From an optimization exercise on the open Yosys and OpenROAD flow, aimed at small area and a short achievable clock period; shortcuts taken in it are not production practice. The RTL was checked by simulation tests, not by an equivalence proof against the original design.

`design/flow/config.mk`:
```
export PLATFORM = sky130hd
export DESIGN_NAME = RFCorrelator
export DESIGN_NICKNAME = RFCorrelator
export VERILOG_FILES = /design/flow/design.v
export SDC_FILE = /design/flow/constraint.sdc
export NUM_CORES = 4
export LEC_CHECK = 0
export CAP_MARGIN = 20
export CORE_MARGIN = 2
export CORE_UTILIZATION = 40
export PLACE_DENSITY = 0.6
export SLEW_MARGIN = 20
```
`design/flow/constraint.sdc`:
```
create_clock -name core_clock -period 55.0 [get_ports {clk}]
set_input_delay 11.0000 -clock core_clock [delete_from_list [all_inputs] [get_ports {clk}]]
set_output_delay 11.0000 -clock core_clock [all_outputs]
set_load 0.01 [all_outputs]
```
`design/flow/design.v`:
```
module correlation_32(num_1, num_2, num_3, num_4, num_5, num_6, num_7, num_8, num_9, num_10, num_11, num_12, num_13, num_14, num_15, num_16, Target_Num, clk, Reset, Out_4);
input clk, Reset;
input [31:0] Target_Num,
num_1, num_2, num_3, num_4, num_5, num_6, num_7, num_8, num_9, num_10, num_11, num_12, num_13, num_14, num_15, num_16;
output [3:0] Out_4;
reg [4:0] i;
reg [5:0] corr [1:16];
reg [5:0] max_corr;
reg [4:0] max_num;
always@(posedge clk)
begin
	if(Reset)
	begin
		for(i = 1; i < 16; i = i + 1)
			corr[i] = 0;
	end
	else
	begin
		corr[1] = cal_correlation(num_1, Target_Num);
		corr[2] = cal_correlation(num_2, Target_Num);
		corr[3] = cal_correlation(num_3, Target_Num);
		corr[4] = cal_correlation(num_4, Target_Num);
		corr[5] = cal_correlation(num_5, Target_Num);
		corr[6] = cal_correlation(num_6, Target_Num);
		corr[7] = cal_correlation(num_7, Target_Num);
		corr[8] = cal_correlation(num_8, Target_Num);
		corr[9] = cal_correlation(num_9, Target_Num);
		corr[10] = cal_correlation(num_10, Target_Num);
		corr[11] = cal_correlation(num_11, Target_Num);
		corr[12] = cal_correlation(num_12, Target_Num);
		corr[13] = cal_correlation(num_13, Target_Num);
		corr[14] = cal_correlation(num_14, Target_Num);
		corr[15] = cal_correlation(num_15, Target_Num);
		corr[16] = cal_correlation(num_16, Target_Num);
		max_corr = 0;
		max_num = 1;
		for (i = 1; i <= 16; i = i + 1)
		begin
			if(max_corr < corr[i])
			begin
				max_corr = corr[i];
				max_num = i;
			end
		end
	end
end
assign Out_4 = max_num - 1;
function [5:0] cal_correlation;
input [31:0] num, target_num;
integer i;
begin
	cal_correlation = 0;
	for(i = 0; i < 32; i = i + 1)
	begin
		if(num[i] == target_num[i])
			cal_correlation = cal_correlation + 1;
	end
end
endfunction 
endmodule 
module RFCorrelator(bit_stream, clk, reset, Target_Num,
num_1, num_2, num_3, num_4, num_5, num_6, num_7, num_8, num_9, num_10, num_11, num_12, num_13, num_14, num_15, num_16, Out_str);
output [31:0] Target_Num;
input clk, reset, bit_stream;
output [3:0] Out_str;
input [31:0] num_1, num_2, num_3, num_4, num_5, num_6, num_7, num_8, num_9, num_10, num_11, num_12, num_13, num_14, num_15, num_16;
reg [31:0] shift_reg;
reg [5:0] current_bit;
reg [31:0] Target_Num;
wire [3:0] Out_4;
correlation_32 u(num_1, num_2, num_3, num_4, num_5, num_6, num_7, num_8, num_9, num_10, num_11, num_12, num_13, num_14, num_15, num_16, Target_Num, clk, reset, Out_4);
assign Out_str = Out_4;
always@(posedge clk)
begin
	if(reset)
	begin
		shift_reg <= 0;
		current_bit <= 0;
	end
	else if(current_bit < 32)
	begin
		shift_reg <= shift_reg >> 1;
		shift_reg[31] <= bit_stream;
		current_bit <= current_bit + 1;
	end
	else
	begin
		Target_Num <= shift_reg;
		shift_reg <= 0;
		current_bit <= 0;	
	end
end
endmodule 
```
`design/flow/run.sh`:
```
#!/bin/bash
# synth_recipe.tcl (not shown) runs the flow's synth.tcl, then flattens the netlist and writes it again
# the make line also repeats each setting of config.mk as NAME=value (left out here)
make -C /OpenROAD-flow-scripts/flow DESIGN_CONFIG=/design/flow/config.mk WORK_HOME=/design/flow/orfs CLKGATE_MAP_FILE= SYNTH_SCRIPT=/design/flow/synth_recipe.tcl finish
```
==> impl_results.md <==
- Least-Margin Pin Slew: approximately 1.1 ns
- Worst R2R Setup Slack: between 10 and 15 ns
- Primary FF master, synth: dfxtp_1
- Hpwl dp: ~200 mm
- Vias post-DR: roughly 70000
- Seq cells post-synth: between 70 and 80
- P&R area growth vs syn: 13.07%
- CTS sink count: 74
- First-pass GRT wire length: around 360 mm
- Skew-Pair Late Insertion Delay: ~0.37 ns
- Routed WL: approximately 240 mm
- Cell count after synthesis: 9625
- Die Y: roughly 430 um
- # Max-Cap Violations: 0
- Core area: 178200 um^2
- Post-synth ARST share: 0
- Status: timing/DRC/antenna clean
- End point of the critical path: u.max_num[1]
- Warnings from Yosys: 3
- Vias per inst: 5.599
- Fin. Hold Viols: 0
- Antenna-violating nets left: 0
- DR WL/cell: 18.78 um
- H-tree levels: 3
- Vias in the first global route: between 60000 and 70000
- Setup CP Type: in2reg
- DIE AREA: 182500 um^2
- Clock Path Buffers: 2
- # setup viols final: 0
- Clk slew on worst S/H paths: ~0.060 ns
- Drt first pass iters: 8
- Worst Setup Start Kind: input port
- Clk_skew: approximately 0.0086 ns
- Critical Path RT: 55.09 ns
- Synth unique cells: 100
- Root Buffer: clkbuf_16
- Largest net degree at the start of global routing: 33
- Most frequent CP cell: ha_1
- Die width: roughly 430 um
- Hold Path Stages: 0
- CP max-delay cell: clkdlybuf4s50_1
- Reg2Reg Launch Point: Target_Num[1]
- Setup crit end kind: flop
- Num CTS Buffers: 9
- Crit. Startpoint: num_2[0]
- Mapped Nets: 10713
- Post-synth EDFFs: 36
- Number of nets in the layout: 11240
- CP Max Fanout: 15
- IO buf count: 550
- Fill cells: between 15000 and 20000
- Synthesized area: ~70000 um^2
- Period utilization: 0.9492
- DR iter-0 viols: 3455
- CTS tree: built
- Crit path DAT: between 50 and 60 ns
- Tmin final: about 52 ns
- Area post-placement: roughly 80000 um^2
- Slew Viols, Final: 0
- IO Count: between 500 and 600
- Reg2Reg Depth: 217
- Gpl congestion: between 0.9 and 1
- RR Endpoint: u.max_num[1]
- DR DRC count: 0
- Initial antenna violation count: around 70
- Rel. slew slack: 0.2850
- # rows: 155
- GRT Util Overall: 0.2481
- Register area share after synthesis: 0.02571
- Initial Utilization: 0.4019
- Remaining Overflow, GRT: 0
- Max incr delay on CP: 0.47 ns
- Cell area after layout: about 81000 um^2
- Fraction of layout cells with a size suffix above 1: 0.04056
- Syn Area/Cell: between 7 and 8 um^2
- Worst hold-check path type: reg2reg
- Fmax: roughly 19 MHz
-- cell usage after synthesis, types with 28 or more instances --
cell type,number,area share
xnor2_1,1734,0.21
nand2_1,1212,0.064
xor2_1,823,0.10
nor2_1,813,0.043
ha_1,573,0.10
a21oi_1,429,0.030
inv_1,410,0.021
o21ai_0,368,0.026
nand3_1,284,0.020
xnor3_1,225,0.071
nor3_1,218,0.015
mux2i_1,194,0.027
a31oi_1,135,0.012
nand4_1,132,0.012
and2_1,124,0.011
nor2b_1,87,0.0076
mux2_2,84,0.013
o31ai_1,84,0.0088
nand2b_1,79,0.0069
o22ai_1,76,0.0066
a21o_1,75,0.0079
o211ai_1,72,0.0075
and3_1,70,0.0061
clkbuf_1,67,0.0035
o21a_1,67,0.0070
a211oi_1,63,0.0066
nor4_1,63,0.0055
nor3b_1,61,0.0064
or2_2,58,0.0051
or3_1,58,0.0051
a41oi_1,42,0.0051
a21boi_0,38,0.0040
dfxtp_1,38,0.011
edfxtp_1,36,0.015
nand3b_1,34,0.0036
xor3_1,30,0.010
a32oi_1,28,0.0034
buf_2,28,0.0020
-- per-stage QoR --
| step | worst slack (ns) | instances | util | TNS, ns | hold WS (ns) |
|---|---|---|---|---|---|
| 3_3_place_gp | 0.2930 | 12478 | 0.4496 | 0 | 0.3867 |
| 3_5_place_dp | -1.001 | 12479 | 0.4496 | -3.904 | 0.4006 |
| 5_1_grt | -0.05747 | 12546 | 0.4544 | -0.1852 | 0.4206 |
| 6_report | 2.795 | 12549 | 0.4544 | 0 | 0.4127 |
| 4_1_cts | 0.03540 | 12495 | 0.4514 | 0 | 0.4139 |
| 2_1_floorplan | 5.514 | 9625 | - | 0 | 0.3855 |
-- routing by layer --
layer | routed length, um | GRT usage
met2 | 120500 | 0.4697
met5 | 237 | 0
met4 | 13840 | 0.1375
met1 | 93670 | 0.2729
met3 | 7398 | 0.01571
-- kinds of logic after synthesis --
logic type | share of synthesized area
buf+inv | 0.02989
xor+xnor | 0.4035
mux | 0.04032
simple gates | 0.2246
compound gates | 0.1743
flops | 0.02571
fa+ha+maj | 0.1018
-- worst min-delay path by stage --
stage	startpoint	endpoint	slack [ns]
floorplan	shift_reg[0]	Target_Num[0]	0.39
global placement	shift_reg[0]	Target_Num[0]	0.39
detailed placement	shift_reg[0]	Target_Num[0]	0.40
CTS	shift_reg[21]	Target_Num[21]	0.41
global route	shift_reg[0]	Target_Num[0]	0.42
finish	shift_reg[0]	Target_Num[0]	0.41
-- critical path, delay by kind of cell --
family	cells	cell delay, ns
muxes	9	1.87
AOI/OAI and AO/OA	81	13.75
and+or+nand+nor	64	7.62
adders and majority gates	44	13.24
buffers and inverters	27	3.50
xor gates and xnor gates	5	1.19
-- final cells by class --
class / instances / area [um^2] / share of cell area
Sequential cell: 74 / 1842 / 0.02274
Timing Repair Buffer: 649 / 6248 / 0.07715
Clock buffer: 9 / 225.2 / 0.002781
Clock inverter: 7 / 76.32 / 0.0009423
Multi-Input combinational cell: 9005 / 68010 / 0.8397
Tap cell: 2355 / 2947 / 0.03638
Inverter: 413 / 1554 / 0.01919
Antenna cell: 37 / 92.59 / 0.001143
-- placed cells by master (no fill, tap or decap), types with 225 or more instances in the layout --
master              n
a21oi_1           415
clkdlybuf4s50_1   550
ha_1              573
inv_1             409
nand2_1          1209
nand3_1           283
nor2_1            808
o21ai_0           364
xnor2_1          1731
xnor3_1           225
xor2_1            820
-- repair_timing --
item                       4_1_cts  5_1_grt
buffers inserted                 0       16
resized for setup                3       70
hold buffers                     0        0
setup endpoints to repair        4        4
gates cloned                     0        1
pin swaps                        0       13

[separate check: timing with driven ports]
Ports are ideal in the flow. The routed layout listed here was re-timed in OpenROAD. Step 1, drivers: a clkbuf_16 drives clk and a buf_2 each remaining input, both assumed. Step 2 adds t to the input delays and takes it off the output delays; t is the mean of the earliest and latest rising clock arrival at the registers after step 1. Input paths then give back, and output paths get back, about the clock's delay inside the block. Three values: ideal, step 1, step 2; two values: the first two.
t, ns: 0.415
slack for setup (ns): 2.795 / 2.829 / 2.413
worst setup path at the end: input to register
worst slew at a driven data input, ns: 0.20
After both steps setup and hold are still met in this run. For this run, drivers alone change the setup slack by +0.034 ns; drivers and shift together by -0.382 ns.
